This design comes from an exercise in tuning for small area, a short achievable clock period and few clock cycles on the open sky130 flow, not from production work.
Only simulation tests tie the RTL to the original design; equivalence was not proved.

Setup of P:
==> flow/design.v <==
module geofence (clk, reset, X, Y, valid, is_inside);
  input clk;
  input reset;
  input [9:0] X;
  input [9:0] Y;
  output reg valid;
  output reg is_inside;
  localparam S_IN = 2'd0, S_SCAN = 2'd1, S_PAIR = 2'd2, S_WAIT = 2'd3;
  reg [1:0] st;
  reg [3:0] cnt;
  reg [2:0] scfg;
  reg [2:0] mask;
  reg [1:0] tp;
  reg       opp, hf;
  reg [2:0] ph, rnd;
  reg       res_q, rpos_q;
  wire in_q = (st == S_IN);
  wire dec  = in_q && (cnt == 4'd11);
  wire wrd  = in_q && (cnt >= 4'd2) && (cnt <= 4'd7);
  wire wrc  = in_q && (cnt >= 4'd5) && (cnt <= 4'd10);
  wire win  = in_q && (cnt >= 4'd7) && (cnt <= 4'd11);
  wire wout = in_q && (cnt >= 4'd9) && (cnt <= 4'd11);
  wire      vC = (cnt >= 4'd4) && (cnt <= 4'd9);
  wire      vD = (cnt >= 4'd5) && (cnt <= 4'd10);
  wire      vE = (cnt >= 4'd6) && (cnt <= 4'd11);
  function [4:0] therm;
    input [3:0] n;
    begin
      therm = (n >= 4'd5) ? 5'b11111 : (5'b11111 >> (4'd5 - n));
    end
  endfunction
  wire [4:0] mC = (cnt >= 4'd4 && cnt <= 4'd9)  ? therm(cnt - 4'd4) : 5'd0;
  wire [4:0] mD = (cnt >= 4'd5 && cnt <= 4'd10) ? therm(cnt - 4'd5) : 5'd0;
  wire [5:1] cmpm = (cnt >= 4'd6 && cnt <= 4'd11) ? therm(cnt - 4'd6) : 5'd0;
  reg [9:0] tx, ty;
  always @(posedge clk) if (st == S_IN && cnt == 4'd1) begin tx <= X; ty <= Y; end
  wire [10:0] dxp = {1'b0, X} - {1'b0, tx};
  wire [10:0] dxm = {1'b0, tx} - {1'b0, X};
  wire [10:0] dyp = {1'b0, Y} - {1'b0, ty};
  wire [10:0] dym = {1'b0, ty} - {1'b0, Y};
  wire        sxn = dxp[10];
  wire        syn = dyp[10];
  wire [9:0]  mxn = sxn ? dxm[9:0] : dxp[9:0];
  wire [9:0]  myn = syn ? dym[9:0] : dyp[9:0];
  reg [21:0] dr0, dr1, dr2, dr3, dr4, dr5;
  wire wr_d = wrd;
  always @(posedge clk) begin
    dr0 <= wr_d ? {sxn, mxn, syn, myn} : dr5;
    dr1 <= dr0; dr2 <= dr1; dr3 <= dr2; dr4 <= dr3; dr5 <= dr4;
  end
  wire       bsx = dr0[21];
  wire [9:0] bax = dr0[20:11];
  wire       bsy = dr0[10];
  wire [9:0] bay = dr0[9:0];
  wire nzx = |bax;
  wire nzy = |bay;
  wire q0 = ~bsx & nzx & ~bsy;
  wire q1 = (bsx | ~nzx) & ~bsy & nzy;
  wire q3 = ~bsx & bsy;
  wire [1:0] quad = {~q0 & ~q1, q1 | q3};
  wire odd = q1 | q3;
  wire lex = bay <= bax;
  wire eqx = bay == bax;
  wire half0 = odd ? (~lex | eqx) : lex;
  reg [9:0] ra, rb;         
  wire fb_a, fb_b;
  wire [9:0] n0 = fb_b ? rb : (fb_a ? ra : (lex ? bay : bax));
  wire [9:0] mxv = lex ? bax : bay;
  wire [11:0] x3 = {2'b00, bax} + {1'b0, bax, 1'b0};
  wire [11:0] y3 = {2'b00, bay} + {1'b0, bay, 1'b0};
  wire [11:0] mx3 = lex ? x3 : y3;
  reg [9:0] br, bd;
  reg [11:0] bd3;
  reg [1:0] bquad;
  reg       bh1;
  always @(posedge clk) begin
    br <= n0; bd <= mxv; bd3 <= mx3; bquad <= quad; bh1 <= ~half0;
  end
  function [11:0] r4step;
    input [9:0] r;
    input [9:0] d;
    input [11:0] d3;
    reg [12:0] t1, t2, t3;
    begin
      t1 = {1'b0, r, 2'b00} - {3'b000, d};
      t2 = {1'b0, r, 2'b00} - {2'b00, d, 1'b0};
      t3 = {1'b0, r, 2'b00} - {1'b0, d3};
      if (!t3[12])      r4step = {2'd3, t3[9:0]};
      else if (!t2[12]) r4step = {2'd2, t2[9:0]};
      else if (!t1[12]) r4step = {2'd1, t1[9:0]};
      else              r4step = {2'd0, r[7:0], 2'b00};
    end
  endfunction
  wire [11:0] sc = r4step(br, bd, bd3);
  reg [9:0] cr, cd;
  reg [11:0] cd3;
  reg [1:0] cq, cquad;
  reg       ch1;
  always @(posedge clk) begin
    cr <= sc[9:0]; cd <= bd; cd3 <= bd3; cq <= sc[11:10]; cquad <= bquad; ch1 <= bh1;
  end
  wire [11:0] sd = r4step(cr, cd, cd3);
  wire [3:0]  q4 = {cq, sd[11:10]};
  wire [9:0]  rem = sd[9:0];
  wire [6:0]  code = {cquad, ch1, ch1 ? ~q4 : q4};
  reg [9:0] e0, e1, e2, e3, e4, e5;
  wire [9:0] ev [0:5];
  assign ev[0] = e0; assign ev[1] = e1; assign ev[2] = e2;
  assign ev[3] = e3; assign ev[4] = e4; assign ev[5] = e5;
  genvar g;
  wire [6:0] cC = {bquad, bh1, 4'd0};
  wire [6:0] cD = {cquad, ch1, ch1 ? ~cq : cq, 2'd0};
  wire [6:0] oC [0:4];
  assign oC[0] = cD; assign oC[1] = e0[9:3]; assign oC[2] = e1[9:3]; assign oC[3] = e2[9:3]; assign oC[4] = e3[9:3];
  reg  [4:0] ltC, eqC, ltD, eqD;
  wire [4:0] lC, qC, lD, qD, lE, qE;
  wire [4:0] dC, dD, dE;    
  generate
    for (g = 0; g < 5; g = g + 1) begin : icg
      assign lC[g] = oC[g][5:4] > cC[5:4];
      assign qC[g] = oC[g][5:4] == cC[5:4];
      assign dC[g] = cC[6] ^ oC[g][6] ^ lC[g];
      assign lD[g] = ltC[g] | (eqC[g] & (cD[3:2] < ev[g][6:5]));
      assign qD[g] = eqC[g] & (cD[3:2] == ev[g][6:5]);
      assign dD[g] = cD[6] ^ ev[g][9] ^ lD[g];
      assign lE[g] = ltD[g] | (eqD[g] & (e0[4:3] < ev[g+1][4:3]));
      assign qE[g] = eqD[g] & (e0[4:3] == ev[g+1][4:3]);
      assign dE[g] = e0[9] ^ ev[g+1][9] ^ lE[g];
    end
  endgenerate
  always @(posedge clk) begin
    ltC <= lC; eqC <= qC; ltD <= lD; eqD <= qD;
  end
  wire [4:0] ene = cmpm;
  wire [4:0] enD = mD & {5{vD}};
  wire [4:0] enC = mC & {5{vC}};
  wire [4:0] pE = ene & ~qE & ~dE, nE = ene & ~qE & dE, aE = ene & qE;
  wire [4:0] pD = enD & ~qD & ~dD, nD = enD & ~qD & dD, aD = enD & qD;
  wire [4:0] pC = enC & ~qC & ~dC, nC = enC & ~qC & dC, aC = enC & qC;
  wire [2:0] ua = rpos_q ? 3'b100 : 3'b010;
  wire [2:0] ub = rpos_q ? 3'b010 : 3'b100;
  wire [2:0] apos = (tp == 2'd1) ? 3'd0 : (3'd7 - {1'b0, tp});    
  wire [2:0] upd [0:5];
  wire [2:0] fin [0:5];
  generate
    for (g = 0; g < 6; g = g + 1) begin : updg
      assign fin[g] = (g == 0) ? {|nE, |pE, |aE}
                               : {pE[g-1], nE[g-1], aE[g-1]};
      wire [2:0] u_fb = (res_q && g == 1) ? ub :
                        (res_q && g == apos) ? ua : 3'b000;
      assign upd[g] = fin[g] | u_fb;
    end
  endgenerate
  wire wr_c = wrc;
  always @(posedge clk) begin
    e0 <= wr_c ? {code, 3'b000} : (e5 | {7'd0, upd[5]});
    e1 <= e0 | {7'd0, upd[0]};
    e2 <= e1 | {7'd0, upd[1]};
    e3 <= e2 | {7'd0, upd[2]};
    e4 <= e3 | {7'd0, upd[3]};
    e5 <= e4 | {7'd0, upd[4]};
  end
  wire [5:0] cur = {cmpm, vE};
  wire [5:0] rP, rN, rA;
  generate
    for (g = 0; g < 6; g = g + 1) begin : rfg
      wire fromD_p = (g < 5) ? pD[g] : 1'b0;
      wire fromD_n = (g < 5) ? nD[g] : 1'b0;
      wire fromD_a = (g < 5) ? aD[g] : 1'b0;
      wire fromC_p = (g < 4) ? pC[g+1] : 1'b0;
      wire fromC_n = (g < 4) ? nC[g+1] : 1'b0;
      wire fromC_a = (g < 4) ? aC[g+1] : 1'b0;
      assign rP[g] = ev[g][2] | fin[g][2] | fromD_p | fromC_p;
      assign rN[g] = ev[g][1] | fin[g][1] | fromD_n | fromC_n;
      assign rA[g] = ev[g][0] | fin[g][0] | fromD_a | fromC_a;
    end
  endgenerate
  wire dP = |nD | pC[0], dN = |pD | nC[0], dA = |aD | aC[0];
  wire kP = |nC,         kN = |pC,         kA = |aC;
  wire [7:0] pv = {vC, vD, cur};
  wire [7:0] aP = {kP, dP, rP};
  wire [7:0] aN = {kN, dN, rN};
  wire [7:0] aA = {kA, dA, rA};
  wire ins  = &(~pv | (aP & aN));
  wire outs = |(pv & ~aA & ~(aP & aN));
  wire dok  = ~valid & ((win & ins) | (wout & outs));
  wire [5:0] sP = {e5[2], e4[2], e3[2], e2[2], e1[2], e0[2]};
  wire [5:0] sN = {e5[1], e4[1], e3[1], e2[1], e1[1], e0[1]};
  wire ins_now = &(sP & sN);
  reg nb1, nb2, nb3;
  always @(posedge clk) begin
    nb1 <= e2[8:3] == e3[8:3];
    nb2 <= e2[8:3] == e4[8:3];
    nb3 <= e2[8:3] == e5[8:3];
  end
  wire amb1 = nb1;
  wire amb2 = nb2;
  wire amb3 = nb3 && (scfg < 3'd3);
  wire [2:0] pend = {amb3, amb2, amb1} & ~mask;
  wire [1:0] tsel = pend[0] ? 2'd1 : (pend[1] ? 2'd2 : 2'd3);
  wire [2:0] tbit = pend[0] ? 3'b001 : (pend[1] ? 3'b010 : 3'b100);
  wire       eb9 = (tsel == 2'd1) ? e4[9] : ((tsel == 2'd2) ? e5[9] : e0[9]);
  wire inp = (st == S_PAIR);
  assign fb_a = inp && (ph == 3'd0) && (rnd != 3'd0);
  assign fb_b = inp && (rnd != 3'd0) &&
                ((tp == 2'd1) ? (ph == 3'd5) : (tp == 2'd2) ? (ph == 3'd4) : (ph == 3'd3));
  wire a_d = inp && (ph == 3'd2);
  wire b_d = inp && ((tp == 2'd1) ? (ph == 3'd1 && rnd != 3'd0) :
                     (tp == 2'd2) ? (ph == 3'd0 && rnd != 3'd0) : (ph == 3'd5));
  wire [2:0] brnd = (tp == 2'd3) ? rnd : rnd - 3'd1;
  reg [3:0] ba, qb;
  reg       bchk, blast;
  wire differ = qb != ba;
  wire res = bchk && (differ || blast);
  wire rpos = differ & ((qb > ba) ^ hf ^ opp);
  always @(posedge clk) begin
    if (a_d) begin
      ra <= rem;
      ba <= q4;
    end
    if (b_d) rb <= rem;
    qb <= q4;
    bchk <= b_d && (brnd != 3'd0);
    blast <= brnd == 3'd5;
  end
  wire fin_scan = (st == S_SCAN) && (ins_now || (pend == 3'd0 && scfg == 3'd5));
  always @(posedge clk) begin
    is_inside <= (st == S_SCAN) ? ins_now : ins;
    res_q <= res;
    rpos_q <= rpos;
  end
  always @(posedge clk or posedge reset) begin
    if (reset) begin
      st <= S_IN;
      cnt <= 4'd1;
      valid <= 1'b0;
    end else begin
      valid <= ((st == S_IN) && dok) || fin_scan;
      case (st)
        S_IN: begin
          cnt <= valid ? 4'd1 : cnt + 4'd1;
          if (!valid && dec && !ins && !outs)
            st <= S_SCAN;
        end
        S_SCAN: begin
          if (fin_scan) begin
            st <= S_IN;
            cnt <= 4'd12;
          end else if (pend != 3'd0)
            st <= S_PAIR;
        end
        default: begin  
          if (st == S_PAIR && res)
            st <= S_WAIT;
          else if (st == S_WAIT && ph == 3'd5)
            st <= S_SCAN;
        end
      endcase
    end
  end
  always @(posedge clk) begin
    case (st)
      S_IN: begin
        scfg <= 3'd0;
        mask <= 3'd0;
      end
      S_SCAN: begin
        if (pend == 3'd0) begin
          scfg <= scfg + 3'd1;
          mask <= 3'd0;
        end else begin
          tp <= tsel;
          mask <= mask | tbit;
          opp <= e3[9] ^ eb9;
          hf <= e3[7];
          ph <= 3'd1;
          rnd <= 3'd0;
        end
      end
      default: begin
        if (ph == 3'd5) begin
          ph <= 3'd0;
          rnd <= rnd + 3'd1;
        end else
          ph <= ph + 3'd1;
      end
    endcase
  end
endmodule
clock: 5.5 ns
lec_check: 0
abc_area: 1
abc_clock_period_in_ps: 2450
cap_margin: 20
core_margin: 2
core_utilization: 55
setup_slack_margin: 3.05
slew_margin: 20
run.sh (not shown) runs the stock make flow with config.mk's settings and CLKGATE_MAP_FILE= SYNTH_SCRIPT=/design/flow/synth_recipe.tcl, a recipe that flattens the netlist after the stock synthesis.
Testbench counts of P, summed over its fixed seeds: cycles 16,231.
Setup changes, P to Q
-- flow/design.v --
<<< P, line 24
  wire      vD = (cnt >= 4'd5) && (cnt <= 4'd10);
  wire      vE = (cnt >= 4'd6) && (cnt <= 4'd11);
  function [4:0] therm;
    input [3:0] n;
    begin
      therm = (n >= 4'd5) ? 5'b11111 : (5'b11111 >> (4'd5 - n));
    end
  endfunction
  wire [4:0] mC = (cnt >= 4'd4 && cnt <= 4'd9)  ? therm(cnt - 4'd4) : 5'd0;
  wire [4:0] mD = (cnt >= 4'd5 && cnt <= 4'd10) ? therm(cnt - 4'd5) : 5'd0;
  wire [5:1] cmpm = (cnt >= 4'd6 && cnt <= 4'd11) ? therm(cnt - 4'd6) : 5'd0;
  reg [9:0] tx, ty;
  always @(posedge clk) if (st == S_IN && cnt == 4'd1) begin tx <= X; ty <= Y; end
>>> Q, line 24
  wire      vD = (cnt >= 4'd5) && (cnt <= 4'd10);
  wire      vE = (cnt >= 4'd6) && (cnt <= 4'd11);
  reg [4:0] mC, mD;
  reg [5:1] cmpm;
  always @(*) begin
    case (cnt)
      4'd5:  mC = 5'b00001;
      4'd6:  mC = 5'b00011;
      4'd7:  mC = 5'b00111;
      4'd8:  mC = 5'b01111;
      4'd9:  mC = 5'b11111;
      default: mC = 5'b00000;
    endcase
    case (cnt)
      4'd6:  mD = 5'b00001;
      4'd7:  mD = 5'b00011;
      4'd8:  mD = 5'b00111;
      4'd9:  mD = 5'b01111;
      4'd10: mD = 5'b11111;
      default: mD = 5'b00000;
    endcase
    case (cnt)
      4'd7:  cmpm = 5'b00001;
      4'd8:  cmpm = 5'b00011;
      4'd9:  cmpm = 5'b00111;
      4'd10: cmpm = 5'b01111;
      4'd11: cmpm = 5'b11111;
      default: cmpm = 5'b00000;
    endcase
  end
  reg [9:0] tx, ty;
  always @(posedge clk) if (st == S_IN && cnt == 4'd1) begin tx <= X; ty <= Y; end
<<< P, line 95
  reg [9:0] cr, cd;
  reg [11:0] cd3;
  reg [1:0] cq, cquad;
  reg       ch1;
  always @(posedge clk) begin
    cr <= sc[9:0]; cd <= bd; cd3 <= bd3; cq <= sc[11:10]; cquad <= bquad; ch1 <= bh1;
  end
  wire [11:0] sd = r4step(cr, cd, cd3);
  wire [3:0]  q4 = {cq, sd[11:10]};
  wire [9:0]  rem = sd[9:0];
  wire [6:0]  code = {cquad, ch1, ch1 ? ~q4 : q4};
  reg [9:0] e0, e1, e2, e3, e4, e5;
  wire [9:0] ev [0:5];
>>> Q, line 114
  reg [9:0] cr, cd;
  reg [11:0] cd3;
  reg [1:0] csub, cquad;     
  reg       ch1;
  always @(posedge clk) begin
    cr <= sc[9:0]; cd <= bd; cd3 <= bd3; csub <= sc[11:10] ^ {2{bh1}}; cquad <= bquad; ch1 <= bh1;
  end
  wire [11:0] sd = r4step(cr, cd, cd3);
  wire [1:0]  cq = csub ^ {2{ch1}};
  wire [3:0]  q4 = {cq, sd[11:10]};
  wire [9:0]  rem = sd[9:0];
  wire [6:0]  code = {cquad, ch1, csub, ch1 ? ~sd[11:10] : sd[11:10]};
  reg [9:0] e0, e1, e2, e3, e4, e5;
  wire [9:0] ev [0:5];
<<< P, line 110
  genvar g;
  wire [6:0] cC = {bquad, bh1, 4'd0};
  wire [6:0] cD = {cquad, ch1, ch1 ? ~cq : cq, 2'd0};
  wire [6:0] oC [0:4];
  assign oC[0] = cD; assign oC[1] = e0[9:3]; assign oC[2] = e1[9:3]; assign oC[3] = e2[9:3]; assign oC[4] = e3[9:3];
>>> Q, line 130
  genvar g;
  wire [6:0] cC = {bquad, bh1, 4'd0};
  wire [6:0] cD = {cquad, ch1, csub, 2'd0};
  wire [6:0] oC [0:4];
  assign oC[0] = cD; assign oC[1] = e0[9:3]; assign oC[2] = e1[9:3]; assign oC[3] = e2[9:3]; assign oC[4] = e3[9:3];
--- outcome ---
The faster design of the two is Q; P tops out lower. Going from P to Q, clock skew now larger; cell count of the worst hold path comparable; via count now smaller; overall routed net length now smaller. Summary of the comparison: utilization is lower in Q, relative to P.
Testbench counts of Q, summed over its fixed seeds: cycles 16,231.

## what the ideal ports hide
Ports are ideal in the flow. The routed layouts listed here were re-timed in OpenROAD.
Step 1 sets driving cells, clkbuf_16 on the clock port and buf_2 on the other inputs (assumed; they add their load-dependent delay and slew).
Step 2 times the ports against the registers' clock, not the clock port: input delays grow and output delays shrink by t, the midpoint of the rising clock arrivals with the driver on.
a / b / c = ideal / step 1 / step 2; a / b = the first two.
run | t, ns | setup slack, ns | worst hold slack (ns) | worst register clock-pin slew, ns | cell pins on the clock port's net
P | 0.590 | 2.593 / 2.593 / 2.128 | 0.317 / 0.317 / 0.317 | 0.07 / 0.07 | 1
Q | 0.577 | 2.868 / 2.868 / 2.292 | 0.316 / 0.316 / 0.316 | 0.07 / 0.07 | 1
After both steps every run listed still meets setup and hold. For Q, which loses most, drivers alone change the setup slack by 0.000 ns; drivers and shift together by -0.576 ns.
